Context: an optimization exercise on an open-source flow, tuned for a short achievable clock period and few clock cycles. The choices shown serve that exercise and are no tape-out recipe. Function was checked by simulation only, so behaviour that the tests miss may differ from the original. No activity file was given, so power comes from the tool's default toggle rates.

==> flow/design.v <==
`timescale 1ns / 1ps
module Pipelined_HazardD(
    input clk, reset,
    output [63:0] imem_addr,
    input  [31:0] imem_rdata,
    output [63:0] dmem_addr,
    output [63:0] dmem_wdata,
    output dmem_we,
    input  [63:0] dmem_rdata
);
localparam BH_BITS = 3;                  
localparam BH_N    = 1 << BH_BITS;
reg  [9:0]  pc;
reg         id_valid;
reg  [31:0] ir;
reg  [31:1] id_oh1, id_oh2;              
reg  [9:0]  id_pc;
reg         id_pred;
reg         ex_valid, ex_pred;
reg         ex_regwrite, ex_load, ex_store, ex_br;
reg         ex_beq, ex_bne, ex_bge;
reg         ex_op_add, ex_op_sub, ex_op_and, ex_op_or, ex_op_sll;
reg  [4:0]  ex_rd;
reg  [63:0] ex_a, ex_b, ex_sd;
reg  [5:0]  ex_sh;
reg  [9:0]  ex_target, ex_pc1, ex_pc;
reg  [2:0]  ex_kind;
reg         mem_regwrite, mem_load, mem_we;
reg  [4:0]  mem_rd;
reg  [63:0] mem_result, mem_wdata, mem_addr;
reg         wb_regwrite;
reg  [4:0]  wb_rd;
reg  [63:0] wb_val;
reg  [63:0] rf [1:31];
reg  [BH_N-1:0] bh_valid, bh_taken;
reg  [9-BH_BITS:0] bh_tag [0:BH_N-1];
reg  [1:0]  kctr [0:5];
reg         upd_en, upd_taken;
reg  [9:0]  upd_pc;
reg  [2:0]  upd_kind;
assign imem_addr  = {52'd0, pc, 2'b00};
assign dmem_addr  = mem_addr;
assign dmem_wdata = mem_wdata;
assign dmem_we    = mem_we;
wire [31:0] fw = imem_rdata;
wire        f_isbr = (fw[6:0] == 7'b1100011);
wire [9:0]  f_off  = {fw[7], fw[30:25], fw[11:9]};
wire [9:0]  f_tgt  = pc + f_off;
wire [2:0]  f_kind = (fw[14:12] == 3'b101) ? {2'b10, fw[31]} :
                     (fw[14:12] == 3'b001) ? {2'b01, fw[31]} : {2'b00, fw[31]};
wire [BH_BITS-1:0] f_idx = pc[BH_BITS-1:0];
wire        bh_hit = bh_valid[f_idx] && (bh_tag[f_idx] == pc[9:BH_BITS]);
wire        f_dir  = bh_hit ? bh_taken[f_idx] : kctr[f_kind][1];
wire        f_pred = f_isbr && f_dir;
wire [9:0]  pc_inc;
genvar q;
assign pc_inc[0] = ~pc[0];
generate
    for (q = 1; q < 10; q = q + 1) begin : inc
        assign pc_inc[q] = pc[q] ^ (&pc[q-1:0]);
    end
endgenerate
wire [31:1] oh1_n, oh2_n;
genvar h;
generate
    for (h = 1; h < 32; h = h + 1) begin : ohdec
        assign oh1_n[h] = (fw[19:15] == h);
        assign oh2_n[h] = (fw[24:20] == h);
    end
endgenerate
wire [6:0] op  = ir[6:0];
wire [4:0] rd  = ir[11:7];
wire [2:0] f3  = ir[14:12];
wire [4:0] rs1 = ir[19:15];
wire [4:0] rs2 = ir[24:20];
wire is_r  = (op == 7'b0110011);
wire is_i  = (op == 7'b0010011);
wire is_ld = (op == 7'b0000011);
wire is_st = (op == 7'b0100011);
wire is_br = (op == 7'b1100011);
wire uses_rs2 = is_r | is_st | is_br;
wire b_reg    = is_r | is_br;           
wire d_regwrite = (is_r | is_i | is_ld) && (rd != 5'd0);
wire d_sub = (is_r && ir[30] && f3 == 3'b000);
wire d_and = (is_r && f3 == 3'b111);
wire d_or  = (is_r && f3 == 3'b110);
wire d_sll = (is_i && f3 == 3'b001);
wire d_add = !(d_sub | d_and | d_or | d_sll);
wire [11:0] d_imm = is_st ? {ir[31:25], ir[11:7]} : ir[31:20];
wire [63:0] imm64 = {{52{d_imm[11]}}, d_imm};
wire [9:0]  br_off    = {ir[7], ir[30:25], ir[11:9]};
wire [2:0]  d_kind = (f3 == 3'b101) ? {2'b10, ir[31]} :
                     (f3 == 3'b001) ? {2'b01, ir[31]} : {2'b00, ir[31]};
reg  [63:0] rf_r1, rf_r2;
integer k;
always @(*) begin
    rf_r1 = 64'd0;
    rf_r2 = 64'd0;
    for (k = 1; k < 32; k = k + 1) begin
        rf_r1 = rf_r1 | ({64{id_oh1[k]}} & rf[k]);
        rf_r2 = rf_r2 | ({64{id_oh2[k]}} & rf[k]);
    end
end
wire fa_ex  = ex_regwrite  && (ex_rd  == rs1);
wire fa_mem = mem_regwrite && (mem_rd == rs1) && !fa_ex;
wire fa_wb  = wb_regwrite  && (wb_rd  == rs1) && !fa_ex && !fa_mem;
wire fa_rf  = !fa_ex && !fa_mem && !fa_wb;
wire fb_ex  = ex_regwrite  && (ex_rd  == rs2);
wire fb_mem = mem_regwrite && (mem_rd == rs2) && !fb_ex;
wire fb_wb  = wb_regwrite  && (wb_rd  == rs2) && !fb_ex && !fb_mem;
wire fb_rf  = !fb_ex && !fb_mem && !fb_wb;
wire stall = id_valid && ex_load && ex_regwrite &&
             ((ex_rd == rs1) || (uses_rs2 && ex_rd == rs2));
wire [63:0] ag [0:6];
wire [63:0] ap [0:6];
wire [63:0] sg [0:6];
wire [63:0] sp [0:6];
assign ag[0] = ex_a & ex_b;
assign ap[0] = ex_a ^ ex_b;
assign sg[0] = {ex_a[63:1] & ~ex_b[63:1], ex_a[0] | ~ex_b[0]};
assign sp[0] = ex_a ^ ~ex_b;
genvar l, m;
generate
    for (l = 0; l < 6; l = l + 1) begin : ks
        for (m = 0; m < 64; m = m + 1) begin : kb
            if (m >= (1 << l)) begin : comb
                assign ag[l+1][m] = ag[l][m] | (ap[l][m] & ag[l][m-(1<<l)]);
                assign ap[l+1][m] = ap[l][m] & ap[l][m-(1<<l)];
                assign sg[l+1][m] = sg[l][m] | (sp[l][m] & sg[l][m-(1<<l)]);
                assign sp[l+1][m] = sp[l][m] & sp[l][m-(1<<l)];
            end else begin : pass
                assign ag[l+1][m] = ag[l][m];
                assign ap[l+1][m] = ap[l][m];
                assign sg[l+1][m] = sg[l][m];
                assign sp[l+1][m] = sp[l][m];
            end
        end
    end
endgenerate
wire [63:0] sum  = ap[0] ^ {ag[6][62:0], 1'b0};
wire [63:0] diff = sp[0] ^ {sg[6][62:0], 1'b1};
wire [63:0] shl  = ex_a << ex_sh;
wire [63:0] result = ({64{ex_op_add}} & sum) |
                     ({64{ex_op_sub}} & diff) |
                     ({64{ex_op_and}} & (ex_a & ex_b)) |
                     ({64{ex_op_or}}  & (ex_a | ex_b)) |
                     ({64{ex_op_sll}} & shl);
wire [63:0] ca = {~ex_a[63], ex_a[62:0]};
wire [63:0] cb = {~ex_b[63], ex_b[62:0]};
wire [63:0] cg0 = ca & ~cb;
wire [63:0] ce0 = ~(ca ^ cb);
wire [31:0] cg1, ce1;
wire [15:0] cg2, ce2;
wire [7:0]  cg3, ce3;
wire [3:0]  cg4, ce4;
wire [1:0]  cg5, ce5;
genvar j;
generate
    for (j = 0; j < 32; j = j + 1) begin : cmp1
        assign cg1[j] = cg0[2*j+1] | (ce0[2*j+1] & cg0[2*j]);
        assign ce1[j] = ce0[2*j+1] & ce0[2*j];
    end
    for (j = 0; j < 16; j = j + 1) begin : cmp2
        assign cg2[j] = cg1[2*j+1] | (ce1[2*j+1] & cg1[2*j]);
        assign ce2[j] = ce1[2*j+1] & ce1[2*j];
    end
    for (j = 0; j < 8; j = j + 1) begin : cmp3
        assign cg3[j] = cg2[2*j+1] | (ce2[2*j+1] & cg2[2*j]);
        assign ce3[j] = ce2[2*j+1] & ce2[2*j];
    end
    for (j = 0; j < 4; j = j + 1) begin : cmp4
        assign cg4[j] = cg3[2*j+1] | (ce3[2*j+1] & cg3[2*j]);
        assign ce4[j] = ce3[2*j+1] & ce3[2*j];
    end
    for (j = 0; j < 2; j = j + 1) begin : cmp5
        assign cg5[j] = cg4[2*j+1] | (ce4[2*j+1] & cg4[2*j]);
        assign ce5[j] = ce4[2*j+1] & ce4[2*j];
    end
endgenerate
wire eq = ce5[1] & ce5[0];
wire ge = cg5[1] | (ce5[1] & cg5[0]) | eq;
wire taken   = ex_br && ((ex_beq && eq) || (ex_bne && !eq) || (ex_bge && ge));
wire mispred = ex_valid && (taken != ex_pred);
wire [9:0] redirect_pc = taken ? ex_target : ex_pc1;
wire [63:0] mem_val = mem_load ? dmem_rdata : mem_result;
wire [63:0] fwd_a = ({64{fa_ex}}  & result) | ({64{fa_mem}} & mem_val) |
                    ({64{fa_wb}}  & wb_val) | ({64{fa_rf}}  & rf_r1);
wire [63:0] fwd_b = ({64{fb_ex}}  & result) | ({64{fb_mem}} & mem_val) |
                    ({64{fb_wb}}  & wb_val) | ({64{fb_rf}}  & rf_r2);
always @(posedge clk) begin
    if (reset)
        pc <= 10'd0;
    else if (mispred)
        pc <= redirect_pc;
    else if (!stall)
        pc <= f_pred ? f_tgt : pc_inc;
    if (reset || mispred)
        id_valid <= 1'b0;
    else if (!stall)
        id_valid <= 1'b1;
    if (!stall) begin
        ir      <= fw;
        id_oh1  <= oh1_n;
        id_oh2  <= oh2_n;
        id_pc   <= pc;
        id_pred <= f_pred;
    end
    if (reset || mispred || stall || !id_valid) begin
        ex_valid    <= 1'b0;
        ex_pred     <= 1'b0;
        ex_regwrite <= 1'b0;
        ex_load     <= 1'b0;
        ex_store    <= 1'b0;
        ex_br       <= 1'b0;
    end else begin
        ex_valid    <= 1'b1;
        ex_pred     <= id_pred;
        ex_regwrite <= d_regwrite;
        ex_load     <= is_ld;
        ex_store    <= is_st;
        ex_br       <= is_br;
    end
    ex_beq    <= (f3 == 3'b000);
    ex_bne    <= (f3 == 3'b001);
    ex_bge    <= (f3 == 3'b101);
    ex_op_add <= d_add;
    ex_op_sub <= d_sub;
    ex_op_and <= d_and;
    ex_op_or  <= d_or;
    ex_op_sll <= d_sll;
    ex_rd     <= rd;
    ex_a      <= fwd_a;
    ex_b      <= b_reg ? fwd_b : imm64;
    ex_sd     <= fwd_b;
    ex_sh     <= ir[25:20];
    ex_target <= id_pc + br_off;
    ex_pc1    <= id_pc + 10'd1;
    ex_pc     <= id_pc;
    ex_kind   <= d_kind;
    mem_regwrite <= !reset && ex_regwrite;
    mem_load     <= ex_load;
    mem_we       <= !reset && ex_store;
    mem_rd       <= ex_rd;
    mem_result   <= result;
    mem_wdata    <= ex_sd;
    if (ex_load || ex_store)
        mem_addr <= result;
    wb_regwrite <= !reset && mem_regwrite;
    wb_rd       <= mem_rd;
    wb_val      <= mem_val;
    if (wb_regwrite)
        rf[wb_rd] <= wb_val;
    upd_en    <= !reset && ex_br;
    upd_taken <= taken;
    upd_pc    <= ex_pc;
    upd_kind  <= ex_kind;
    if (reset) begin
        kctr[0] <= 2'b01; kctr[1] <= 2'b10;
        kctr[2] <= 2'b01; kctr[3] <= 2'b10;
        kctr[4] <= 2'b01; kctr[5] <= 2'b10;
    end else if (upd_en) begin
        if (upd_taken && kctr[upd_kind] != 2'b11)
            kctr[upd_kind] <= kctr[upd_kind] + 2'b01;
        else if (!upd_taken && kctr[upd_kind] != 2'b00)
            kctr[upd_kind] <= kctr[upd_kind] - 2'b01;
    end
    if (reset)
        bh_valid <= {BH_N{1'b0}};
    else if (upd_en)
        bh_valid[upd_pc[BH_BITS-1:0]] <= 1'b1;
    if (upd_en) begin
        bh_taken[upd_pc[BH_BITS-1:0]] <= upd_taken;
        bh_tag[upd_pc[BH_BITS-1:0]]   <= upd_pc[9:BH_BITS];
    end
end
endmodule
==> flow/flow/run.sh <==
#!/bin/bash
set -euo pipefail
bash standard.sh SETUP_SLACK_MARGIN=7.5 finish > standard.log 2>&1
==> flow/standard.sh <==
#!/bin/bash
# synth_recipe.tcl (not shown) runs the flow's synth.tcl, then flattens the netlist and writes it again
# the make line also repeats each setting of config.mk as NAME=value (left out here)
make -C /OpenROAD-flow-scripts/flow DESIGN_CONFIG=/design/flow/config.mk WORK_HOME=/design/flow/orfs CLKGATE_MAP_FILE= SYNTH_SCRIPT=/design/flow/synth_recipe.tcl "${@:-finish}"
==> flow/config.mk <==
export PLATFORM = sky130hd
export DESIGN_NAME = Pipelined_HazardD
export DESIGN_NICKNAME = Pipelined_HazardD
export VERILOG_FILES = /design/flow/design.v
export SDC_FILE = /design/flow/constraint.sdc
export NUM_CORES = 4
export LEC_CHECK = 0
export ABC_CLOCK_PERIOD_IN_PS = 3000
export CAP_MARGIN = 20
export CORE_MARGIN = 2
export CORE_UTILIZATION = 40
export SLEW_MARGIN = 20
==> flow/constraint.sdc <==
create_clock -name core_clock -period 11.0 [get_ports {clk}]
set_input_delay 2.2000 -clock core_clock [delete_from_list [all_inputs] [get_ports {clk}]]
set_output_delay 2.2000 -clock core_clock [all_outputs]
set_load 0.01 [all_outputs]
==> summary.txt, run 1 <==
status no timing/DRC/antenna violations; clk_skew 115 ps; Max-Cap Viols 0; CP max FO 6; combinational power share 0.187; grt met2 use 0.563; layout cell share with drive strength beyond 1 0.242; CP Data Arrival Time 5120 ps; post-synth cell types 100; Area Overhead vs Synth 22.2%; DRT Pass-1 Iters 17; startpoint class of the critical path flop; RSZ-0062 raised after global routing true; via count around 110k; ranking of synthesized cells by area edfxtp_1 54%, dfxtp_1 8.0%, a221oi_1 4.9%; fin crit period 4320 ps; RR Startpoint ex_b[46]$_DFF_P_; Worst R2R Path Depth 13; most frequent cell after synthesis edfxtp_1; grt total ovfl 0; I/O Pins 291; Leakage Power 0.0510 uW; min-delay src ex_sd[44]$_DFF_P_; Max IR drop VDD ~0.12 mV; Top Usage Layer GRT met2; Fin. Hold Viols 0; Multi-input gate area 47600 sq um; first-pass GRT wire length about 890000 microns; setup tns final 0 ps; part of the power in registers 0.462; crit-path leading delay family simple AND/OR/NAND/NOR gates; PwrDens just under 200 nW/um^2; Finished Layout Cells 14400; CTS max path bufs 4; Worst-path clk slew 70 ps; critical path's slowest cell or4_4; CTS tree built; routing usage on met3 0.195; Synth Cell Area 123000 sq um; DRT iter0 DRCs around 28000; synth cell count leaders 2233 x edfxtp_1, 686 x a221oi_1, 656 x a22o_1; Slew Viols, Final 0; nets 10400; Worst R2R End ex_load$_SDFF_PN0_; Rel. slew slack 0.0942; crit end category flop; register area share after synthesis 0.624; EDFF count, synth 2233; Final ANT Viol Nets 0; Async SR Flop Fraction 0; ys flop type edfxtp_1; WP buf/inv 1; cts bufs inserted 295; Max stage delay on crit path 560 ps; Hold Crit Endpoint mem_wdata[44]$_DFF_P_; dpl hpwl a little under 400000 microns; Synth area leader edfxtp_1; Clock Root Buffer clkbuf_16; filler instances 26400; Worst Path Required 11800 ps; Yosys warning count 1; Least-Margin Pin Slew around 1400 ps; pin count of the biggest net entering global routing 108; CTS sink count between 2000 and 3000; crit path kind reg2reg; top cell type's share of synthesized area 0.544; highest clock rate 232 MHz; Tcrit/Tclk final 0.393; P_sw 9080 uW; vias per inst about 7.7; CP cell instances inv_4 -> ha_4 -> or4_4 -> nor4_4 -> nand4_1 -> nor4_2 -> mux2_4 -> o21ai_4 -> a31oi_4 -> xor2_2 -> and2_4 -> or4b_4 -> nor3_2; core box area 306000 sq um; sw frac 0.309; met1 usage 0.502; worst hold stages 0; final WL approximately 680000 microns; mean post-synth cell area ~13 sq um; port bufs about 240; site row count 203; Placed Cells incl. Taps about 13000; number of global-route vias before repair 102000; Setup Viol. Count Final 0; flop2flop setup slack 6680 ps; initial core utilization 0.403; clock latency (worst-skew pair) 970 ps; GRT Resource Usage Total 0.413; class of the worst hold path reg2reg; Post-Syn Instances 9461; Die Ht 559 microns; initial antenna violation count slightly below 80; Clk pwr share 0.351; htree depth 5; Die Width 559 microns; FF+latch area 77300 sq um; WL/cell 46.9 microns; Yosys reg bits 2726; drc violations 0; internal power about 20000 uW; GPL Wtd Cong 1.01; DIE AREA 313000 sq um
## through the flow
stage	total power (uW)	util	setup slack, ps	cell area (sq um)	hold WS (ps)
after floorplan	15100	-	6730	124000	310
after CTS	28400	0.482	6810	148000	312
after detailed placement	17600	0.429	5340	131000	312
final	29400	0.492	6680	151000	313
after global routing	29700	0.492	6710	151000	324
after global placement	17500	0.429	5310	131000	313
## repair_timing
item                                     CTS  global route
cloned                                    11             0
pin swaps                                203           205
hold buffers                               0             0
resized for setup                       1583           459
endpoints found under the setup margin  1174           575
buffers inserted                         294           135
## worst max path at each step
stage,start,endpoint,slack (ps),cells past startpoint
after global routing,ex_b[46]$_DFF_P_,ex_regwrite$_SDFF_PN0_,6710,13
after detailed placement,ex_a[18]$_DFF_P_,mem_addr[63]$_DFFE_PP_,5340,15
after global placement,ex_a[18]$_DFF_P_,mem_addr[63]$_DFFE_PP_,5310,15
after CTS,ex_b[51]$_DFF_P_,ex_regwrite$_SDFF_PN0_,6810,13
after floorplan,wb_rd[2]$_DFF_P_,rf[5][0]$_DFFE_PP_,6730,3
final,ex_b[46]$_DFF_P_,ex_load$_SDFF_PN0_,6680,13
## layout make-up
class	count	share of cell area
clock inverters	149	0.0108
flip-flops and latches	2726	0.513
clock buffers	383	0.0537
well taps	4100	0.0340
diodes	64	0.00106
inverters	277	0.00729
repair buffers	1020	0.0646
multi-input cells	5724	0.316
## kinds of logic (layout without fill, tap and decap cells)
family | Yosys count | count (layout) | synth area share
buf+inv | 1068 | 1829 | 0.0353
xor+xnor | 124 | 124 | 0.00880
fa+ha+maj | 223 | 223 | 0.0229
mux | 343 | 343 | 0.0386
compound gates | 3248 | 3248 | 0.202
simple gates | 1728 | 1732 | 0.0686
flops | 2726 | 2726 | 0.624
other cells | 1 | 118 | 0.0000304
## flip-flops by register name, summed over array words and instances (netlist names), 64 cells and up, named ones only
| register | count |
|---|---|
| rf | 1984 |
| ex_a | 64 |
| ex_b | 64 |
| ex_sd | 64 |
| mem_addr | 64 |
| mem_result | 64 |
| mem_wdata | 64 |
| wb_val | 64 |
## power by group through the flow
stage,Combinational [uW],Sequential [uW],Clock [uW]
after global routing,5470,13600,10600
final,5490,13600,10300
after detailed placement,3860,13700,0
after global placement,3880,13700,0
after floorplan,1880,13200,0
after CTS,4700,13500,10200
## layer usage
| metal | wire length [microns] | vias up |
|---|---|---|
| met5 | 673 | - |
| met4 | 68100 | 62 |
| met3 | 121000 | 3852 |
| met2 | 264000 | 13200 |
| met1 | 224000 | 54000 |
| li1 | - | 39800 |
## cells in the final DEF (no fill, tap or decap), types with 108 or more instances in the layout
master | netlist | routed
nand2_1 | 449 | 424
dfxtp_1 | 493 | 338
o21ai_0 | 261 | 197
inv_1 | 267 | 220
a221oi_1 | 686 | 664
nand3_1 | 123 | 108
buf_4 | 61 | 537
edfxtp_1 | 2233 | 2233
buf_6 | 6 | 215
clkbuf_16 | 0 | 303
nor2_1 | 423 | 347
a22oi_1 | 485 | 483
nand4_1 | 289 | 289
a22o_1 | 656 | 656
a222oi_1 | 128 | 128
a21oi_1 | 349 | 271
ha_1 | 219 | 154
mux2i_1 | 146 | 128
Testbench counts, summed over its fixed seeds: cycles 46,870.
==> inputs of run 2 (changes only) <==
--- a/flow/design.v
+++ b/flow/design.v
@@ -14,16 +14,20 @@
 reg         id_valid;
 reg  [31:0] ir;
 reg  [31:1] id_oh1, id_oh2;              
+reg         fa_ex, fa_mem, fa_wb, fa_rf;
+reg         fb_ex, fb_mem, fb_wb, fb_rf;
+reg         stall_raw;                   
 reg  [9:0]  id_pc;
 reg         id_pred;
-reg         ex_valid, ex_pred;
 reg         ex_regwrite, ex_load, ex_store, ex_br;
-reg         ex_beq, ex_bne, ex_bge;
+reg         ex_bge;
+reg         ex_t1, ex_t0, ex_m1, ex_m0;
+reg  [9:0]  ex_r1, ex_r0;
 reg         ex_op_add, ex_op_sub, ex_op_and, ex_op_or, ex_op_sll;
 reg  [4:0]  ex_rd;
 reg  [63:0] ex_a, ex_b, ex_sd;
 reg  [5:0]  ex_sh;
-reg  [9:0]  ex_target, ex_pc1, ex_pc;
+reg  [9:0]  ex_pc;
 reg  [2:0]  ex_kind;
 reg         mem_regwrite, mem_load, mem_we;
 reg  [4:0]  mem_rd;
@@ -101,16 +105,25 @@
         rf_r2 = rf_r2 | ({64{id_oh2[k]}} & rf[k]);
     end
 end
-wire fa_ex  = ex_regwrite  && (ex_rd  == rs1);
-wire fa_mem = mem_regwrite && (mem_rd == rs1) && !fa_ex;
-wire fa_wb  = wb_regwrite  && (wb_rd  == rs1) && !fa_ex && !fa_mem;
-wire fa_rf  = !fa_ex && !fa_mem && !fa_wb;
-wire fb_ex  = ex_regwrite  && (ex_rd  == rs2);
-wire fb_mem = mem_regwrite && (mem_rd == rs2) && !fb_ex;
-wire fb_wb  = wb_regwrite  && (wb_rd  == rs2) && !fb_ex && !fb_mem;
-wire fb_rf  = !fb_ex && !fb_mem && !fb_wb;
-wire stall = id_valid && ex_load && ex_regwrite &&
-             ((ex_rd == rs1) || (uses_rs2 && ex_rd == rs2));
+wire        d_t1 = is_br && (f3 != 3'b001);           
+wire        d_t0 = is_br && (f3 == 3'b001);           
+wire [9:0]  d_target = id_pc + br_off;
+wire [9:0]  d_pc1    = id_pc + 10'd1;
+wire stall = id_valid && stall_raw;
+wire        f_uses_rs2 = (fw[6:0] == 7'b0110011) || (fw[6:0] == 7'b0100011) ||
+                         (fw[6:0] == 7'b1100011);
+wire [4:0]  n_rs1 = stall ? rs1 : fw[19:15];
+wire [4:0]  n_rs2 = stall ? rs2 : fw[24:20];
+wire        n_uses_rs2 = stall ? uses_rs2 : f_uses_rs2;
+wire        n_ex_wr   = id_valid && !stall && d_regwrite;
+wire        n_ex_load = id_valid && !stall && d_regwrite && is_ld;
+wire        na_ex  = n_ex_wr && (rd == n_rs1);
+wire        na_mem = ex_regwrite && (ex_rd == n_rs1) && !na_ex;
+wire        na_wb  = mem_regwrite && (mem_rd == n_rs1) && !na_ex && !na_mem;
+wire        nb_ex  = n_ex_wr && (rd == n_rs2);
+wire        nb_mem = ex_regwrite && (ex_rd == n_rs2) && !nb_ex;
+wire        nb_wb  = mem_regwrite && (mem_rd == n_rs2) && !nb_ex && !nb_mem;
+wire        n_stall = n_ex_load && ((rd == n_rs1) || (n_uses_rs2 && rd == n_rs2));
 wire [63:0] ag [0:6];
 wire [63:0] ap [0:6];
 wire [63:0] sg [0:6];
@@ -179,14 +192,38 @@
 endgenerate
 wire eq = ce5[1] & ce5[0];
 wire ge = cg5[1] | (ce5[1] & cg5[0]) | eq;
-wire taken   = ex_br && ((ex_beq && eq) || (ex_bne && !eq) || (ex_bge && ge));
-wire mispred = ex_valid && (taken != ex_pred);
-wire [9:0] redirect_pc = taken ? ex_target : ex_pc1;
+wire c  = ex_bge ? ge : eq;
+wire taken   = c ? ex_t1 : ex_t0;
+wire mispred = c ? ex_m1 : ex_m0;
+wire [9:0] redirect_pc = c ? ex_r1 : ex_r0;
 wire [63:0] mem_val = mem_load ? dmem_rdata : mem_result;
-wire [63:0] fwd_a = ({64{fa_ex}}  & result) | ({64{fa_mem}} & mem_val) |
-                    ({64{fa_wb}}  & wb_val) | ({64{fa_rf}}  & rf_r1);
-wire [63:0] fwd_b = ({64{fb_ex}}  & result) | ({64{fb_mem}} & mem_val) |
-                    ({64{fb_wb}}  & wb_val) | ({64{fb_rf}}  & rf_r2);
+wire [63:0] lg_and = ex_a & ex_b;
+wire [63:0] lg_or  = ex_a | ex_b;
+wire [63:0] fwd_a = ({64{fa_ex && ex_op_add}} & sum) |
+                    ({64{fa_ex && ex_op_sub}} & diff) |
+                    ({64{fa_ex && ex_op_and}} & lg_and) |
+                    ({64{fa_ex && ex_op_or}}  & lg_or) |
+                    ({64{fa_ex && ex_op_sll}} & shl) |
+                    ({64{fa_mem}} & mem_val) |
+                    ({64{fa_wb}}  & wb_val) |
+                    ({64{fa_rf}}  & rf_r1);
+wire [63:0] fwd_b = ({64{fb_ex && ex_op_add}} & sum) |
+                    ({64{fb_ex && ex_op_sub}} & diff) |
+                    ({64{fb_ex && ex_op_and}} & lg_and) |
+                    ({64{fb_ex && ex_op_or}}  & lg_or) |
+                    ({64{fb_ex && ex_op_sll}} & shl) |
+                    ({64{fb_mem}} & mem_val) |
+                    ({64{fb_wb}}  & wb_val) |
+                    ({64{fb_rf}}  & rf_r2);
+wire [63:0] fwd_bi = ({64{b_reg && fb_ex && ex_op_add}} & sum) |
+                     ({64{b_reg && fb_ex && ex_op_sub}} & diff) |
+                     ({64{b_reg && fb_ex && ex_op_and}} & lg_and) |
+                     ({64{b_reg && fb_ex && ex_op_or}}  & lg_or) |
+                     ({64{b_reg && fb_ex && ex_op_sll}} & shl) |
+                     ({64{b_reg && fb_mem}} & mem_val) |
+                     ({64{b_reg && fb_wb}}  & wb_val) |
+                     ({64{b_reg && fb_rf}}  & rf_r2) |
+                     ({64{!b_reg}}          & imm64);
 always @(posedge clk) begin
     if (reset)
         pc <= 10'd0;
@@ -198,6 +235,15 @@
         id_valid <= 1'b0;
     else if (!stall)
         id_valid <= 1'b1;
+    fa_ex     <= na_ex;
+    fa_mem    <= na_mem;
+    fa_wb     <= na_wb;
+    fa_rf     <= !na_ex && !na_mem && !na_wb;
+    fb_ex     <= nb_ex;
+    fb_mem    <= nb_mem;
+    fb_wb     <= nb_wb;
+    fb_rf     <= !nb_ex && !nb_mem && !nb_wb;
+    stall_raw <= n_stall;
     if (!stall) begin
         ir      <= fw;
         id_oh1  <= oh1_n;
@@ -206,23 +252,25 @@
         id_pred <= f_pred;
     end
     if (reset || mispred || stall || !id_valid) begin
-        ex_valid    <= 1'b0;
-        ex_pred     <= 1'b0;
         ex_regwrite <= 1'b0;
         ex_load     <= 1'b0;
         ex_store    <= 1'b0;
         ex_br       <= 1'b0;
+        ex_m1       <= 1'b0;
+        ex_m0       <= 1'b0;
     end else begin
-        ex_valid    <= 1'b1;
-        ex_pred     <= id_pred;
         ex_regwrite <= d_regwrite;
         ex_load     <= is_ld;
         ex_store    <= is_st;
         ex_br       <= is_br;
-    end
-    ex_beq    <= (f3 == 3'b000);
-    ex_bne    <= (f3 == 3'b001);
+        ex_m1       <= id_pred != d_t1;
+        ex_m0       <= id_pred != d_t0;
+    end
     ex_bge    <= (f3 == 3'b101);
+    ex_t1     <= d_t1;
+    ex_t0     <= d_t0;
+    ex_r1     <= d_t1 ? d_target : d_pc1;
+    ex_r0     <= d_t0 ? d_target : d_pc1;
     ex_op_add <= d_add;
     ex_op_sub <= d_sub;
     ex_op_and <= d_and;
@@ -230,11 +278,9 @@
     ex_op_sll <= d_sll;
     ex_rd     <= rd;
     ex_a      <= fwd_a;
-    ex_b      <= b_reg ? fwd_b : imm64;
+    ex_b      <= fwd_bi;
     ex_sd     <= fwd_b;
     ex_sh     <= ir[25:20];
-    ex_target <= id_pc + br_off;
-    ex_pc1    <= id_pc + 10'd1;
     ex_pc     <= id_pc;
     ex_kind   <= d_kind;
     mem_regwrite <= !reset && ex_regwrite;
@@ -243,8 +289,7 @@
     mem_rd       <= ex_rd;
     mem_result   <= result;
     mem_wdata    <= ex_sd;
-    if (ex_load || ex_store)
-        mem_addr <= result;
+    mem_addr     <= {64{ex_load || ex_store}} & sum;    
     wb_regwrite <= !reset && mem_regwrite;
     wb_rd       <= mem_rd;
     wb_val      <= mem_val;
==> run 2 against run 1 <==
Against the previous run:
- highest routed layer unchanged
- largest cell class unchanged
- non-clock buffer count fell by 68
- still clean on timing, DRC and antenna
- synthesized cell count fell by 0.92%
- sequential power barely moved
- utilization fell by 0.23 points
==> summary.txt, run 2 <==
class of the worst hold path reg2reg; cts bufs inserted 289 (-2.0%); layout cell share with drive strength beyond 1 0.233 (-0.00940); Rel. slew slack 0.0589 (-0.0354); CP cell instances buf_12 -> buf_4 -> a221oi_1 -> nand3_1 -> or4_4 -> a222oi_1 -> o21ai_1 -> a2111oi_2 -> nor2_1; Setup Viol. Count Final 0 (unchanged); register area share after synthesis 0.626 (+0.00210); sw frac 0.299 (-0.0108); most common cell after layout, fill and taps aside edfxtp_1; GPL Wtd Cong 1.00 (-0.35%); core box area 304000 sq um (-0.90%); grt total ovfl 0 (unchanged); setup tns final 0 ps (unchanged); final WL 657000 microns (-3.1%); CP max FO 47 (+41); ranking of synthesized cells by area edfxtp_1 53%, dfxtp_1 9.3%, a22oi_1 4.9%; register bank with the most flops rf; EDFF count, synth 2169 (-2.9%); internal power 20200 uW (-0.24%); Die Ht 557 microns (-0.46%); Slew Viols, Final 0 (unchanged); dpl hpwl 369000 microns (-6.5%); port bufs 236 (unchanged); Synth Cell Area 122000 sq um (-0.93%); I/O Pins 291 (unchanged); clk_skew 56.8 ps (-57.9 ps); P_sw 8610 uW (-5.2%); combinational power share 0.176 (-0.011); Synth area leader edfxtp_1; most frequent cell after synthesis edfxtp_1; fin crit period 3900 ps (-421 ps); Leakage Power 0.0509 uW (-0.25%); nets 10200 (-1.4%); pin count of the biggest net entering global routing 79 (-27%); top cell type's share of synthesized area 0.533 (-0.0106); Clock Root Buffer clkbuf_16; ys flop type edfxtp_1; Async SR Flop Fraction 0 (unchanged); drc violations 0 (unchanged); min-delay src ex_sd[51]$_DFF_P_; filler instances 26000 (-1.5%); site row count 202 (-0.49%); Area Overhead vs Synth 21.7%; Yosys reg bits 2735 (+0.33%); Fin Hold WS 321 ps (+7.74 ps); highest clock rate 257 MHz (+11%); Clk pwr share 0.354 (+0.003); DIE AREA 310000 sq um (-0.93%); status no timing/DRC/antenna violations; critical path's slowest cell a222oi_1; CTS max path bufs 4 (unchanged); GRT Resource Usage Total 0.402 (-0.0113); crit path kind reg2reg; RSZ-0062 raised after global routing true; part of the power in registers 0.469 (+0.007); Die Width 557 microns (-0.46%); commonest non-fill, non-tap cells in the layout 2169 x edfxtp_1, 797 x a22oi_1, 530 x a221oi_1; initial antenna violation count 67 (-13%); CTS sink count 2735 (+0.33%); RR Startpoint id_oh2[1]$_DFFE_PN_; first-pass GRT wire length 855000 microns (-4.2%); crit end category flop; flop2flop setup slack 7100 ps (+420 ps); via count 110000 (-0.68%); Fin. Hold Viols 0 (unchanged); Least-Margin Pin Slew 1400 ps (+40.8 ps); Max stage delay on crit path 660 ps (+100 ps); PwrDens 194 nW/um^2 (-0.41%); Worst-path clk slew 60 ps (about the same); Max IR drop VDD 0.134 mV (+15%); startpoint class of the critical path flop; clock latency (worst-skew pair) 930 ps (-40 ps); CTS hold repair buffers 0 (unchanged); mean post-synth cell area 13.0 sq um (about the same); DRT iter0 DRCs 27300 (-1.3%); DRT Pass-1 Iters 15 (-2); synth cell count leaders 2169 x edfxtp_1, 798 x a22oi_1, 566 x dfxtp_1; Yosys warning count 1 (unchanged); post-synth cell types 91 (-9.0%); vias per inst 7.71 (+0.40%); number of global-route vias before repair 100000 (-1.9%); Tcrit/Tclk final 0.354 (-0.0383); htree depth 5 (unchanged); CTS tree built; Worst Path Required 11750 ps (-50 ps); Max-Cap Viols 0 (unchanged); Crit. Startpoint id_oh2[1]$_DFFE_PN_; initial core utilization 0.403 (about the same); Largest register FFs 1984 (unchanged); Final ANT Viol Nets 0 (unchanged); Post-Syn Instances 9374 (-0.92%); WL/cell 46.0 microns (-2.0%); CP Data Arrival Time 4650 ps (-470 ps)
## run 2: changes by cell type in the layout (fill, tap and decap cells not counted), moves of 84 or more
| cell | change |
|---|---|
| a22o_1 | -128 |
| dfxtp_2 | +84 |
| a21oi_1 | -91 |
| a221oi_1 | -134 |
| nand4_1 | -117 |
| a22oi_1 | +314 |
| nand3_1 | +247 |
## run 2: worst paths after layout
path | to | cells past startpoint
worst max register to register | ex_b[53]$_DFF_P_ | 9
worst max-delay path | ex_b[53]$_DFF_P_ | 9
worst min-delay path | mem_wdata[51]$_DFF_P_ | 0
worst min register to register | mem_wdata[51]$_DFF_P_ | 0
## run 2: final cells by class
type	instances	area (sq um)	area share
flip-flops and latches	2735	76900	0.517
multi-input cells	5686	46200	0.311
repair buffers	952	9720	0.0653
clock buffers	361	7860	0.0528
well taps	4080	5100	0.0343
clock inverters	161	1780	0.0120
inverters	232	910	0.00612
diodes	81	203	0.00136
## run 2: power groups by stage
stage	Clock, uW	Sequential [uW]	Combinational [uW]
after floorplan	0	13300	2010
after global placement	0	13700	3760
after detailed placement	0	13700	3790
after CTS	10100	13500	4350
after global routing	10500	13600	5190
final	10200	13500	5090
## run 2: kinds of logic after synthesis
logic type / count (synthesis) / share of synthesized area
fa+ha+maj: 223 / 0.0231
xor+xnor: 161 / 0.0115
buf+inv: 1007 / 0.0329
compound gates: 3144 / 0.200
flops: 2735 / 0.626
simple gates: 1823 / 0.0726
mux: 280 / 0.0340
other cells: 1 / 0.0000307
## run 2: worst max-delay path, delay by kind of cell, from the launching register on
| family | cells | cell delay [ps] |
|---|---|---|
| AO/OA/AOI/OAI | 4 | 1680 |
| AND/OR/NAND/NOR | 3 | 660 |
| flip-flops | 1 | 410 |
| buffers and inverters | 2 | 750 |
## run 2: per-layer routing
| metal | track usage | vias to the layer above | part of all wire | wire (microns) |
|---|---|---|---|---|
| met4 | 0.285 | 60 | 0.096 | 62800 |
| met3 | 0.188 | 3670 | 0.19 | 122000 |
| met1 | 0.512 | 53700 | 0.34 | 221000 |
| met5 | 0.00232 | - | 0.00088 | 576 |
| li1 | - | 39400 | - | - |
| met2 | 0.531 | 13400 | 0.38 | 250000 |
## run 2: repair_timing
action | 4_1_cts | 5_1_grt
pin swaps | 170 | 225
resized for setup | 1490 | 527
endpoints found under the setup margin | 678 | 379
cloned | 16 | 11
hold endpoints to repair | 0 | 0
buffers inserted | 189 | 162
## run 2: through the flow
step,util,setup WS (ps),power (uW),cell area [sq um],instances
after global placement,0.429,5720,17400,130000,13300
after global routing,0.489,7050,29300,149000,14200
after detailed placement,0.429,5770,17500,130000,13300
after CTS,0.477,7200,28000,145000,14000
final,0.490,7100,28800,149000,14300
after floorplan,-,6650,15400,123000,9427
Testbench counts of run 2, summed over its fixed seeds: cycles 46,870.
==> inputs of run 3 (changes only) <==
--- a/flow/design.v
+++ b/flow/design.v
@@ -17,6 +17,7 @@
 reg         fa_ex, fa_mem, fa_wb, fa_rf;
 reg         fb_ex, fb_mem, fb_wb, fb_rf;
 reg         stall_raw;                   
+reg         zf, zf_bne;                  
 reg  [9:0]  id_pc;
 reg         id_pred;
 reg         ex_regwrite, ex_load, ex_store, ex_br;
@@ -26,9 +27,11 @@
 reg         ex_op_add, ex_op_sub, ex_op_and, ex_op_or, ex_op_sll;
 reg  [4:0]  ex_rd;
 reg  [63:0] ex_a, ex_b, ex_sd;
-reg  [5:0]  ex_sh;
+reg         ex_sd_ex;                    
+reg  [7:0]  ex_sh_lo, ex_sh_hi;          
 reg  [9:0]  ex_pc;
-reg  [2:0]  ex_kind;
+reg  [1:0]  ex_kind;
+reg         ex_fwd;
 reg         mem_regwrite, mem_load, mem_we;
 reg  [4:0]  mem_rd;
 reg  [63:0] mem_result, mem_wdata, mem_addr;
@@ -38,10 +41,11 @@
 reg  [63:0] rf [1:31];
 reg  [BH_N-1:0] bh_valid, bh_taken;
 reg  [9-BH_BITS:0] bh_tag [0:BH_N-1];
-reg  [1:0]  kctr [0:5];
+reg  [1:0]  kctr [0:2];
 reg         upd_en, upd_taken;
 reg  [9:0]  upd_pc;
-reg  [2:0]  upd_kind;
+reg  [1:0]  upd_kind;
+reg         upd_fwd;
 assign imem_addr  = {52'd0, pc, 2'b00};
 assign dmem_addr  = mem_addr;
 assign dmem_wdata = mem_wdata;
@@ -50,11 +54,11 @@
 wire        f_isbr = (fw[6:0] == 7'b1100011);
 wire [9:0]  f_off  = {fw[7], fw[30:25], fw[11:9]};
 wire [9:0]  f_tgt  = pc + f_off;
-wire [2:0]  f_kind = (fw[14:12] == 3'b101) ? {2'b10, fw[31]} :
-                     (fw[14:12] == 3'b001) ? {2'b01, fw[31]} : {2'b00, fw[31]};
+wire [1:0]  f_kind = (fw[14:12] == 3'b101) ? 2'd2 :
+                     (fw[14:12] == 3'b001) ? 2'd1 : 2'd0;
 wire [BH_BITS-1:0] f_idx = pc[BH_BITS-1:0];
 wire        bh_hit = bh_valid[f_idx] && (bh_tag[f_idx] == pc[9:BH_BITS]);
-wire        f_dir  = bh_hit ? bh_taken[f_idx] : kctr[f_kind][1];
+wire        f_dir  = bh_hit ? bh_taken[f_idx] : (fw[31] | kctr[f_kind][1]);
 wire        f_pred = f_isbr && f_dir;
 wire [9:0]  pc_inc;
 genvar q;
@@ -93,8 +97,8 @@
 wire [11:0] d_imm = is_st ? {ir[31:25], ir[11:7]} : ir[31:20];
 wire [63:0] imm64 = {{52{d_imm[11]}}, d_imm};
 wire [9:0]  br_off    = {ir[7], ir[30:25], ir[11:9]};
-wire [2:0]  d_kind = (f3 == 3'b101) ? {2'b10, ir[31]} :
-                     (f3 == 3'b001) ? {2'b01, ir[31]} : {2'b00, ir[31]};
+wire [1:0]  d_kind = (f3 == 3'b101) ? 2'd2 :
+                     (f3 == 3'b001) ? 2'd1 : 2'd0;
 reg  [63:0] rf_r1, rf_r2;
 integer k;
 always @(*) begin
@@ -124,6 +128,9 @@
 wire        nb_mem = ex_regwrite && (ex_rd == n_rs2) && !nb_ex;
 wire        nb_wb  = mem_regwrite && (mem_rd == n_rs2) && !nb_ex && !nb_mem;
 wire        n_stall = n_ex_load && ((rd == n_rs1) || (n_uses_rs2 && rd == n_rs2));
+wire        n_zf = id_valid && !stall && d_regwrite && d_add && !is_ld &&
+                   (fw[6:0] == 7'b1100011) && (fw[14:13] == 2'b00) &&
+                   (fw[24:20] == 5'd0) && (rd == fw[19:15]);
 wire [63:0] ag [0:6];
 wire [63:0] ap [0:6];
 wire [63:0] sg [0:6];
@@ -152,7 +159,16 @@
 endgenerate
 wire [63:0] sum  = ap[0] ^ {ag[6][62:0], 1'b0};
 wire [63:0] diff = sp[0] ^ {sg[6][62:0], 1'b1};
-wire [63:0] shl  = ex_a << ex_sh;
+reg  [63:0] sh1, shl;
+integer t;
+always @(*) begin
+    sh1 = 64'd0;
+    shl = 64'd0;
+    for (t = 0; t < 8; t = t + 1)
+        sh1 = sh1 | ({64{ex_sh_lo[t]}} & (ex_a << t));
+    for (t = 0; t < 8; t = t + 1)
+        shl = shl | ({64{ex_sh_hi[t]}} & (sh1 << (8 * t)));
+end
 wire [63:0] result = ({64{ex_op_add}} & sum) |
                      ({64{ex_op_sub}} & diff) |
                      ({64{ex_op_and}} & (ex_a & ex_b)) |
@@ -196,6 +212,13 @@
 wire taken   = c ? ex_t1 : ex_t0;
 wire mispred = c ? ex_m1 : ex_m0;
 wire [9:0] redirect_pc = c ? ex_r1 : ex_r0;
+wire [63:0] zt = (ex_a ^ ex_b) ^ {ex_a[62:0] | ex_b[62:0], 1'b0};
+wire        ex_sum_zero = ~|zt;
+wire        id_fast  = id_valid && zf;
+wire        id_taken = zf_bne ? !ex_sum_zero : ex_sum_zero;
+wire        id_mis   = id_fast && (id_taken != id_pred);
+wire [9:0]  id_fix_pc = id_pred ? d_pc1 : d_target;
+wire        id_pred2 = id_fast ? id_taken : id_pred;
 wire [63:0] mem_val = mem_load ? dmem_rdata : mem_result;
 wire [63:0] lg_and = ex_a & ex_b;
 wire [63:0] lg_or  = ex_a | ex_b;
@@ -207,14 +230,6 @@
                     ({64{fa_mem}} & mem_val) |
                     ({64{fa_wb}}  & wb_val) |
                     ({64{fa_rf}}  & rf_r1);
-wire [63:0] fwd_b = ({64{fb_ex && ex_op_add}} & sum) |
-                    ({64{fb_ex && ex_op_sub}} & diff) |
-                    ({64{fb_ex && ex_op_and}} & lg_and) |
-                    ({64{fb_ex && ex_op_or}}  & lg_or) |
-                    ({64{fb_ex && ex_op_sll}} & shl) |
-                    ({64{fb_mem}} & mem_val) |
-                    ({64{fb_wb}}  & wb_val) |
-                    ({64{fb_rf}}  & rf_r2);
 wire [63:0] fwd_bi = ({64{b_reg && fb_ex && ex_op_add}} & sum) |
                      ({64{b_reg && fb_ex && ex_op_sub}} & diff) |
                      ({64{b_reg && fb_ex && ex_op_and}} & lg_and) |
@@ -229,9 +244,11 @@
         pc <= 10'd0;
     else if (mispred)
         pc <= redirect_pc;
+    else if (id_mis)
+        pc <= id_fix_pc;
     else if (!stall)
         pc <= f_pred ? f_tgt : pc_inc;
-    if (reset || mispred)
+    if (reset || mispred || id_mis)
         id_valid <= 1'b0;
     else if (!stall)
         id_valid <= 1'b1;
@@ -244,6 +261,8 @@
     fb_wb     <= nb_wb;
     fb_rf     <= !nb_ex && !nb_mem && !nb_wb;
     stall_raw <= n_stall;
+    zf        <= n_zf;
+    zf_bne    <= fw[12];
     if (!stall) begin
         ir      <= fw;
         id_oh1  <= oh1_n;
@@ -263,8 +282,8 @@
         ex_load     <= is_ld;
         ex_store    <= is_st;
         ex_br       <= is_br;
-        ex_m1       <= id_pred != d_t1;
-        ex_m0       <= id_pred != d_t0;
+        ex_m1       <= id_pred2 != d_t1;
+        ex_m0       <= id_pred2 != d_t0;
     end
     ex_bge    <= (f3 == 3'b101);
     ex_t1     <= d_t1;
@@ -279,16 +298,20 @@
     ex_rd     <= rd;
     ex_a      <= fwd_a;
     ex_b      <= fwd_bi;
-    ex_sd     <= fwd_b;
-    ex_sh     <= ir[25:20];
+    ex_sd     <= ({64{fb_mem}} & mem_val) | ({64{fb_wb}} & wb_val) |
+                 ({64{fb_rf}}  & rf_r2);
+    ex_sd_ex  <= fb_ex;
+    ex_sh_lo  <= 8'd1 << ir[22:20];
+    ex_sh_hi  <= 8'd1 << ir[25:23];
     ex_pc     <= id_pc;
     ex_kind   <= d_kind;
+    ex_fwd    <= !ir[31];
     mem_regwrite <= !reset && ex_regwrite;
     mem_load     <= ex_load;
     mem_we       <= !reset && ex_store;
     mem_rd       <= ex_rd;
     mem_result   <= result;
-    mem_wdata    <= ex_sd;
+    mem_wdata    <= ex_sd_ex ? mem_result : ex_sd;
     mem_addr     <= {64{ex_load || ex_store}} & sum;    
     wb_regwrite <= !reset && mem_regwrite;
     wb_rd       <= mem_rd;
@@ -299,11 +322,10 @@
     upd_taken <= taken;
     upd_pc    <= ex_pc;
     upd_kind  <= ex_kind;
+    upd_fwd   <= ex_fwd;
     if (reset) begin
-        kctr[0] <= 2'b01; kctr[1] <= 2'b10;
-        kctr[2] <= 2'b01; kctr[3] <= 2'b10;
-        kctr[4] <= 2'b01; kctr[5] <= 2'b10;
-    end else if (upd_en) begin
+        kctr[0] <= 2'b01; kctr[1] <= 2'b01; kctr[2] <= 2'b01;
+    end else if (upd_en && upd_fwd) begin
         if (upd_taken && kctr[upd_kind] != 2'b11)
             kctr[upd_kind] <= kctr[upd_kind] + 2'b01;
         else if (!upd_taken && kctr[upd_kind] != 2'b00)
==> run 3 against run 2 <==
Against the previous run:
- the layout now fails its checks (antenna violations)
- clock skew decreased by 5.3 ps
- critical path depth increased by 6
- flip-flop and latch count increased by 5
- global-route usage increased by 2.2 points
- worst hold slack improved by 3.5 ps
- sequential power about the same
- combinational power increased by 27%
- design area increased by 1.8%
- count of clock-buffer cells in the layout increased by 6
- critical path type unchanged
- critical endpoint is now pc[9]$_SDFFE_PP0N_
- largest power group unchanged
- highest routed layer unchanged
==> summary.txt, run 3 <==
largest family of logic cells by synthesized area compound AO/OA/AOI/OAI gates; CTS sink count 2740 (+0.18%); Yosys reg bits 2740 (+0.18%); ys flop type edfxtp_1; EDFF count, synth 2161 (-0.37%); register bank with the most flops rf; DIE AREA 314000 sq um (+1.4%); nets 10600 (+3.4%); status failed layout checks; mux cell area share after synthesis 0.0208 (-0.0132); Synth area leader edfxtp_1; clk_skew 51.5 ps (-5.28 ps); Rel. slew slack 0.157 (+0.0979); number of global-route vias before repair 104000 (+3.3%); CTS tree built; top cell type's share of synthesized area 0.523 (-0.00950); Leakage Power 0.0515 uW (+1.2%); CP Data Arrival Time 4670 ps (+20 ps); DRT Pass-1 Iters 14 (-1); mean post-synth cell area 12.8 sq um (-1.8%); Max-Cap Viols 0 (unchanged); Worst-path clk slew 70 ps (about the same); Yosys warning count 1 (unchanged); htree depth 5 (unchanged); most common cell after layout, fill and taps aside edfxtp_1; register area share after synthesis 0.617 (-0.00872); Worst Path Required 11820 ps (+70 ps); final worst-path setup slack 7150 ps (+50.2 ps); first-pass GRT wire length 917000 microns (+7.2%); CTS max path bufs 4 (unchanged); WL/cell 47.9 microns (+4.3%); RSZ-0062 raised after global routing true; flop2flop setup slack 7150 ps (+50 ps); initial core utilization 0.402 (-0.000885); clock latency (worst-skew pair) 910 ps (-20 ps); Worst R2R End pc[9]$_SDFFE_PP0N_; dpl hpwl 409000 microns (+11%); CP max FO 8 (-83%); Hold Crit Endpoint upd_kind[1]$_DFF_P_; grt total ovfl 0 (unchanged); CP cell instances inv_1 -> ha_4 -> inv_2 -> nand2_1 -> nor2_1 -> a221oi_2 -> o41ai_4 -> buf_4 -> a211oi_4 -> o221a_4 -> a31oi_4 -> buf_12 -> mux2_4 -> or3_4 -> a21oi_2; fin crit period 3850 ps (-50.2 ps); I/O Pins 291 (unchanged); Post-Syn Instances 9684 (+3.3%); cts bufs inserted 295 (+2.1%); Clock Root Buffer clkbuf_16; site row count 204 (+0.99%); via count 114000 (+3.8%); GRT Resource Usage Total 0.424 (+0.0221); WP buf/inv 4 (+2); highest clock rate 260 MHz (+1.3%); met1 usage 0.510 (-0.00204); Die Width 561 microns (+0.71%); startpoint class of the critical path flop; crit end category flop; PwrDens 201 nW/um^2 (+3.5%); port bufs 236 (unchanged); commonest non-fill, non-tap cells in the layout 2161 x edfxtp_1, 1029 x a22oi_1, 614 x buf_4; post-synth cell types 109 (+20%); crit path kind reg2reg; worst hold stages 0 (unchanged); Async SR Flop Fraction 0 (unchanged); Worst R2R Path Depth 15 (+6); Area Overhead vs Synth 22.1%; RR Startpoint ex_a[59]$_DFF_P_; DRT iter0 DRCs 27600 (+1.2%); synth cell count leaders 2161 x edfxtp_1, 1032 x a22oi_1, 598 x a221oi_1; core box area 309000 sq um (+1.7%); class of the worst hold path reg2reg; final WL 704000 microns (+7.2%); ranking of synthesized cells by area edfxtp_1 52%, dfxtp_1 9.3%, a22oi_1 6.2%; GPL Wtd Cong 1.03 (+2.2%); most frequent cell after synthesis edfxtp_1; Synth Area in Simple Gates 0.0688 (-0.00381); Synth Cell Area 124000 sq um (+1.4%); Final ANT Viol Nets 1 (+1); Tcrit/Tclk final 0.350 (-0.00456); Fin. Hold Viols 0 (unchanged); Slew Viols, Final 0 (unchanged); initial antenna violation count 86 (+28%); Max stage delay on crit path 430 ps (-230 ps); drc violations 0 (unchanged); layout check failures antenna violations; min-delay src ex_kind[1]$_SDFF_PP1_; routing usage on met3 0.196 (+0.00820); crit-path leading delay family compound AO/OA/AOI/OAI gates; pin count of the biggest net entering global routing 70 (-11%); XOR/XNOR Fraction of Synth Area 0.0158 (+0.00422); CTS hold repair buffers 0 (unchanged); layout cell share with drive strength beyond 1 0.236 (+0.00375); Least-Margin Pin Slew 1250 ps (-145 ps); Largest register FFs 1984 (unchanged); setup tns final 0 ps (unchanged); Die Ht 561 microns (+0.71%); Top Usage Layer GRT met2; Max IR drop VDD 0.138 mV (+3.7%); Post-Synth Adder-Cell Area 0.0227 (-0.000327); Setup Viol. Count Final 0 (unchanged); grt met2 use 0.589 (+0.0580); Placement Setup Slack 5540 ps (-227 ps); vias per inst 7.79 (+0.98%); complex-gate fraction of the synthesized area 0.217 (+0.0166); critical path's slowest cell dfxtp_4
## run 3: cell count changes in the layout (fill, tap and decap cells not counted), moves of 26 or more
| cell | before | now |
|---|---|---|
| a221oi_1 | 530 | 581 |
| a222oi_1 | 211 | 238 |
| a22o_1 | 528 | 567 |
| a22oi_1 | 797 | 1029 |
| buf_4 | 514 | 614 |
| buf_6 | 190 | 223 |
| inv_1 | 197 | 239 |
| mux2_2 | 86 | 134 |
| mux4_2 | 99 | 19 |
| nand2_1 | 440 | 332 |
| nand4_1 | 172 | 242 |
| nor2_1 | 336 | 291 |
| xnor2_1 | 104 | 130 |
## run 3: layout make-up
cell class | count | area [sq um]
Inverter | 288 | 1120
Fill cell | 26600 | 157000
Clock buffer | 367 | 7880
Clock inverter | 161 | 1780
Antenna cell | 92 | 230
Timing Repair Buffer | 1088 | 10600
Sequential cell | 2740 | 77000
Tap cell | 4120 | 5150
Multi-Input combinational cell | 5830 | 47600
## run 3: worst reg2reg max path: stages (launching register included)
cell and delay [ps]:
dfxtp_4 430, inv_1 100, ha_4 370, inv_2 120
nand2_1 170, nor2_1 70, a221oi_2 360, o41ai_4 130
buf_4 180, a211oi_4 360, o221a_4 320, a31oi_4 100
buf_12 150, mux2_4 390, or3_4 400, a21oi_2 120
## run 3: layer usage
metal	share of wire	wire, microns
met1	0.33	231000
met2	0.40	280000
met3	0.18	124000
met4	0.098	69000
met5	0.00037	262
## run 3: logic make-up (layout without fill, tap and decap cells)
group,after synthesis,in the layout
AOI/OAI and AO/OA,3420,3420
xor gates and xnor gates,223,223
adders and majority gates,223,223
buffers and inverters,1169,1904
DFF,2740,2740
muxes,215,217
other,1,146
and+or+nand+nor,1693,1693
## run 3: where the power goes
group	total [uW]	switching [uW]	internal (uW)
combinational	6480	4280	2200
clock	10300	4490	5860
sequential	13600	989	12600
total	30400	9760	20600
## run 3: worst max-delay path by stage
stage / start / end / slack [ps] / cells after the start
detailed placement: ex_a[57]$_DFF_P_ / flop / 5540 / 13
finish: ex_a[59]$_DFF_P_ / pc[9]$_SDFFE_PP0N_ / 7150 / 15
CTS: ex_a[51]$_DFF_P_ / pc[2]$_SDFFE_PP0N_ / 7240 / 14
global placement: ex_a[57]$_DFF_P_ / pc[5]$_SDFFE_PP0N_ / 5520 / 13
floorplan: imem_rdata[9] / pc[8]$_SDFFE_PP0N_ / 6830 / 15
global route: ex_a[0]$_DFF_P_ / ex_a[59]$_DFF_P_ / 7100 / 19
## run 3: repair_timing
| action | in CTS | in global routing |
|---|---|---|
| resized for setup | 1597 | 413 |
| pin swaps | 254 | 164 |
| gates cloned | 11 | 9 |
| endpoints found under the setup margin | 676 | 515 |
| buffers inserted | 359 | 118 |
## run 3: per-stage QoR
step	area (sq um)	instances	hold slack [ps]	util	total power, uW
floorplan	125000	9737	310	-	15700
finish	151000	14700	324	0.491	30400
CTS	148000	14500	324	0.480	29400
global route	151000	14600	330	0.490	30700
global placement	132000	13600	312	0.427	18300
detailed placement	132000	13600	312	0.427	18400
Testbench counts of run 3, summed over its fixed seeds: cycles 45,447.

==> what the ideal ports hide <==
How much do the figures lean on ideal ports? The routed layouts below were timed once more, with nothing changed but the port constraints.
Step 1 (the two cells are an assumption about what drives the block):
set clk [get_ports {clk}]
set_driving_cell -lib_cell sky130_fd_sc_hd__clkbuf_16 $clk
set_driving_cell -lib_cell sky130_fd_sc_hd__buf_2 [delete_from_list [all_inputs] $clk]
Step 2 moves the port delays by t, midway between the first and last clock arrival at a register: inputs arrive t later, outputs are due t later. That takes back most of the time a late clock gives input paths.
Three values: no drivers, after step 1, after step 2; two values: the first two.
run | shift t [ns] | slack for setup (ns) | hold slack, ns
run 1 | 1.019 | 6.682 / 6.682 / 6.028 | 0.313 / 0.313 / 0.313
run 2 | 1.009 | 7.103 / 7.103 / 6.364 | 0.321 / 0.321 / 0.321
run 3 | 0.998 | 7.153 / 7.153 / 6.287 | 0.324 / 0.324 / 0.324
For run 3, which loses most, drivers alone change the setup slack by 0.000 ns; drivers and shift together by -0.866 ns.
